This is an optimization exercise on Yosys and OpenROAD, whose aim is small area, a short achievable clock period and few clock cycles, not a production implementation.
RTL that was checked went through simulation tests only; none was proved equivalent to the original.
Power figures rest on the tool's default switching activity, not on a simulated workload.

== run A ==
## cpu_system
module cpu_system(
    input          clk,
    input          reset,
    output         imem_read,
    output [5:0]   imem_addr,
    input  [127:0] imem_rdata,
    input          imem_busywait,
    output         dmem_read,
    output         dmem_write,
    output [5:0]   dmem_addr,
    output [31:0]  dmem_wdata,
    input  [31:0]  dmem_rdata,
    input          dmem_busywait,
    output         ret_valid,
    output [31:0]  ret_pc,
    output         ret_rf_we,
    output [2:0]   ret_rf_waddr,
    output [7:0]   ret_rf_wdata
);
==> flow/config.mk <==
export PLATFORM = sky130hd
export DESIGN_NAME = cpu_system
export DESIGN_NICKNAME = cpu_system
export VERILOG_FILES = /design/flow/design.v
export SDC_FILE = /design/flow/constraint.sdc
export NUM_CORES = 4
export LEC_CHECK = 0
export CAP_MARGIN = 20
export CORE_MARGIN = 2
export CORE_UTILIZATION = 75
export CTS_BUF_LIST = sky130_fd_sc_hd__clkbuf_8
export CTS_CLUSTER_DIAMETER = 45
export CTS_CLUSTER_SIZE = 14
export SLEW_MARGIN = 20
==> flow/constraint.sdc <==
create_clock -name core_clock -period 10.0 [get_ports {clk}]
set_input_delay 2.0000 -clock core_clock [delete_from_list [all_inputs] [get_ports {clk}]]
set_output_delay 2.0000 -clock core_clock [all_outputs]
set_load 0.01 [all_outputs]
standard.sh (not shown) runs the stock make flow with config.mk's settings and CLKGATE_MAP_FILE= SYNTH_SCRIPT=/design/flow/synth_recipe.tcl, a recipe that flattens the netlist after the stock synthesis.
==> flow/flow/run.sh <==
#!/bin/bash
# The standard layout (the standard.sh), with timing repair aiming below
# the clock period, and plain buffers on the ports. The whole make output goes
# to standard_flow.log here; each tool's own log is under orfs/logs/.
set -euo pipefail
bash standard.sh SETUP_SLACK_MARGIN=8 TNS_END_PERCENT=0 "BUFFER_PORTS_ARGS=-buffer_cell sky130_fd_sc_hd__buf_2" finish > standard_flow.log 2>&1
Testbench counts of run A, summed over its fixed seeds: cycles 132,922.
## Diff of input files: run B against run A
- CORE_UTILIZATION now 70, was 75
- CTS_CLUSTER_DIAMETER no longer set, was 45
- CTS_CLUSTER_SIZE no longer set, was 14
## What came out
Changes observed in run B relative to run A: hold slack +0.029 ns; total power +about 6%; final routed wirelength across all metal layers -9.9%; worst setup slack -0.056 ns; initial DRC count -1079. When run B is set beside run A, its post-route fraction of the period consumed by the critical path turns out to be 0.56 points larger. Final-layout clock buffer total, run B and run A: larger value in run B. Compare run B and run A | maximum number of pins on one net before global-route repair lower: run A.
[inputs] run C vs run B
- CTS_CLUSTER_SIZE newly set to 14
- CTS_CLUSTER_DIAMETER newly set to 45
[summary]
- Critical path depth ended up 4 higher on run C than on run B.
- From run B to run C the numbers moved as follows: worst setup slack went up, total power went down.
Relative to run C, the following input files were edited for run D:
- CTS_CLUSTER_SIZE: 14 -> 25
- CTS_BUF_LIST: sky130_fd_sc_hd__clkbuf_8 -> sky130_fd_sc_hd__clkbuf_16
- CTS_CLUSTER_DIAMETER: 45 -> 60
### Flow results
[compare] base=run C new=run D: total of fill cells in the finished design decreased by 2.7% relative to the old numbers, via count moved up, routed wire length shows an increase of about 4.4%, clock buffer and inverter area fraction after layout essentially unchanged, transition time at the pin with the least slew margin now larger. Lower total track usage among run D and run C: run C. Total power: run D vs run C up about 2.5%. Note that the first-pass GRT wire length recorded for run D amounts to 1.06 times the value seen in run C.

Another version of the RTL of cpu_system (not shown whole).
Size: ~3600 cells after synthesis.
clock: 10.0 ns
lec_check: 0
cap_margin: 20
core_margin: 2
core_utilization: 70
cts_buf_list: sky130_fd_sc_hd__clkbuf_8
cts_cluster_diameter: 45
cts_cluster_size: 14
slew_margin: 20
==> flow/flow/run.sh <==
#!/bin/bash
# The standard layout (the standard.sh), with timing repair aiming below
# the clock period, and plain buffers on the ports. The whole make output goes
# to standard_flow.log here; each tool's own log is under orfs/logs/.
set -euo pipefail
bash standard.sh SETUP_SLACK_MARGIN=9 TNS_END_PERCENT=0 "BUFFER_PORTS_ARGS=-buffer_cell sky130_fd_sc_hd__buf_2" finish > standard_flow.log 2>&1
The first run finished with timing, DRC and antenna clean.
==> next run, changes <==
==> flow/flow/run.sh (replaced) <==
#!/bin/bash
# The standard layout (the standard.sh), with timing repair aiming below
# the clock period, and plain buffers on the ports. The whole make output goes
# to standard_flow.log here; each tool's own log is under orfs/logs/.
set -euo pipefail
bash standard.sh SETUP_SLACK_MARGIN=8 TNS_END_PERCENT=0 "BUFFER_PORTS_ARGS=-buffer_cell sky130_fd_sc_hd__buf_2" finish > standard_flow.log 2>&1
=>
- The changed run completed with no timing, DRC or antenna violations
- worst setup slack is unchanged
- worst hold slack is unchanged
- sequential share of layout area is unchanged
No run of this note included a check of the RTL's function; only the layout flow was run.

== P ==
cpu_system, a different RTL version from the one above (not shown whole).
Size in the first run: about 3,500 cells after synthesis, ~1,000 flip-flops, about 260 I/O pins, ~50,000 um^2 of cells after synthesis.
Settings: LEC_CHECK=0, CAP_MARGIN=20, CORE_MARGIN=2, CORE_UTILIZATION=40, SLEW_MARGIN=20; clock period 10.0 ns.
==> flow/flow/run.sh <==
#!/bin/bash
# Standard layout, with timing repair aiming further below the clock period.
set -euo pipefail
bash standard.sh SETUP_SLACK_MARGIN=7 finish > standard_flow.log 2>&1
Testbench counts of P, summed over its fixed seeds: cycles 139,270.
For Q, these inputs were changed with respect to P:
Settings: SETUP_SLACK_MARGIN: unset -> 5.
==> flow/run.sh (new file) <==
#!/bin/bash
# synth_recipe.tcl (not shown) runs the flow's synth.tcl, then flattens the netlist and writes it again
# the make line also repeats each setting of config.mk as NAME=value (left out here)
make -C /OpenROAD-flow-scripts/flow DESIGN_CONFIG=/design/flow/config.mk WORK_HOME=/design/flow/orfs CLKGATE_MAP_FILE= SYNTH_SCRIPT=/design/flow/synth_recipe.tcl finish
removed: flow/flow/run.sh
removed: flow/standard.sh
Notes after the runs:
Of Q and P, the run reporting the lower combinational power was Q. Relative to P, the register-to-register slack of Q is lower by 0.45 ns. Re final routed wirelength across all metal layers: Q is 20% down on P. The final reports for Q and P show sequential share of layout area higher in the former. The global-route usage over all layers of Q is lower than that of P. Diff P -> Q: final area now smaller; clock network fraction of total power now larger; number of combinational gates with multiple inputs now smaller.
The following lists how R was set up differently from Q:
Settings: removing SETUP_SLACK_MARGIN (formerly 5).
Results
- After detailed routing, Q needs less wire than R.
- Going from Q to R, flip-flop and latch count shows no meaningful change; relative area change from synthesis to final layout went down.
> inputs changed (R -> S)
Settings: ABC_CLOCK_PERIOD_IN_PS: unset -> 4000; SETUP_SLACK_MARGIN: unset -> 5.
Share of the clock period used by the worst path was lower in the run labelled S. As far as number of standard cells after synthesis goes, S and R are indistinguishable; the numbers are identical. Cell area | S vs R | S larger. Compared with R, S shows a met1 global-route usage that is 0.68 points lower. The share of cell area taken by multi-input logic gates was comparable across R and S. The routed length on met3 in S sits 0.87% below the value recorded for R. [S] power consumption rose 1.6% relative to R. Taking R as the reference, in S clock-buffer cell count shows a reduction of about 3.7%, placement-stage cell area shows no meaningful change.

## separate check: timing with driven ports
In the flow no input, the clock included, has a driving cell. The finished layouts below were timed again as built, in two steps.
Step 1 sets driving cells, clkbuf_16 on the clock port and buf_2 on the other inputs (assumed; they add their load-dependent delay and slew).
Step 2 adds t to the input delays and takes it off the output delays; t is the mean of the earliest and latest rising clock arrival at the registers after step 1. Input paths then give back, and output paths get back, about the clock's delay inside the block.
a / b / c = no drivers / after step 1 / after step 2; a / b = the first two.
| run | t (ns) | slack for setup (ns) | hold slack, ns | worst slew at a driven data input, ns | pins driven straight from the clock port |
|---|---|---|---|---|---|
| run A | 0.841 | 6.405 / 6.388 / 5.631 | 0.372 / 0.372 / 0.372 | 0.11 | 1 |
| run B | 0.888 | 6.349 / 6.349 / 5.664 | 0.401 / 0.401 / 0.401 | 0.12 | 1 |
| run C | 0.825 | 6.426 / 6.408 / 5.655 | 0.388 / 0.388 / 0.388 | 0.12 | 1 |
| run D | 0.703 | 6.422 / 6.422 / 5.851 | 0.399 / 0.399 / 0.399 | 0.14 | 1 |
| the first run of note 2 | 0.817 | 6.422 / 6.422 / 5.659 | 0.383 / 0.383 / 0.383 | 0.10 | 1 |
| the second run of note 2 | 0.817 | 6.422 / 6.422 / 5.659 | 0.383 / 0.383 / 0.383 | 0.10 | 1 |
| P | 0.799 | 5.507 / 5.507 / 5.507 | 0.422 / 0.422 / 0.422 | 0.08 | 1 |
| Q | 0.784 | 5.052 / 5.052 / 4.525 | 0.422 / 0.422 / 0.422 | 0.06 | 1 |
| R | 0.793 | 3.423 / 3.423 / 3.423 | 0.417 / 0.417 / 0.417 | 0.06 | 1 |
| S | 0.784 | 5.052 / 5.052 / 4.525 | 0.422 / 0.422 / 0.422 | 0.06 | 1 |
After both steps setup and hold are still met in every run listed. The setup slack of run A, which loses most, moves by -0.017 ns with the drivers and by -0.774 ns with both steps.
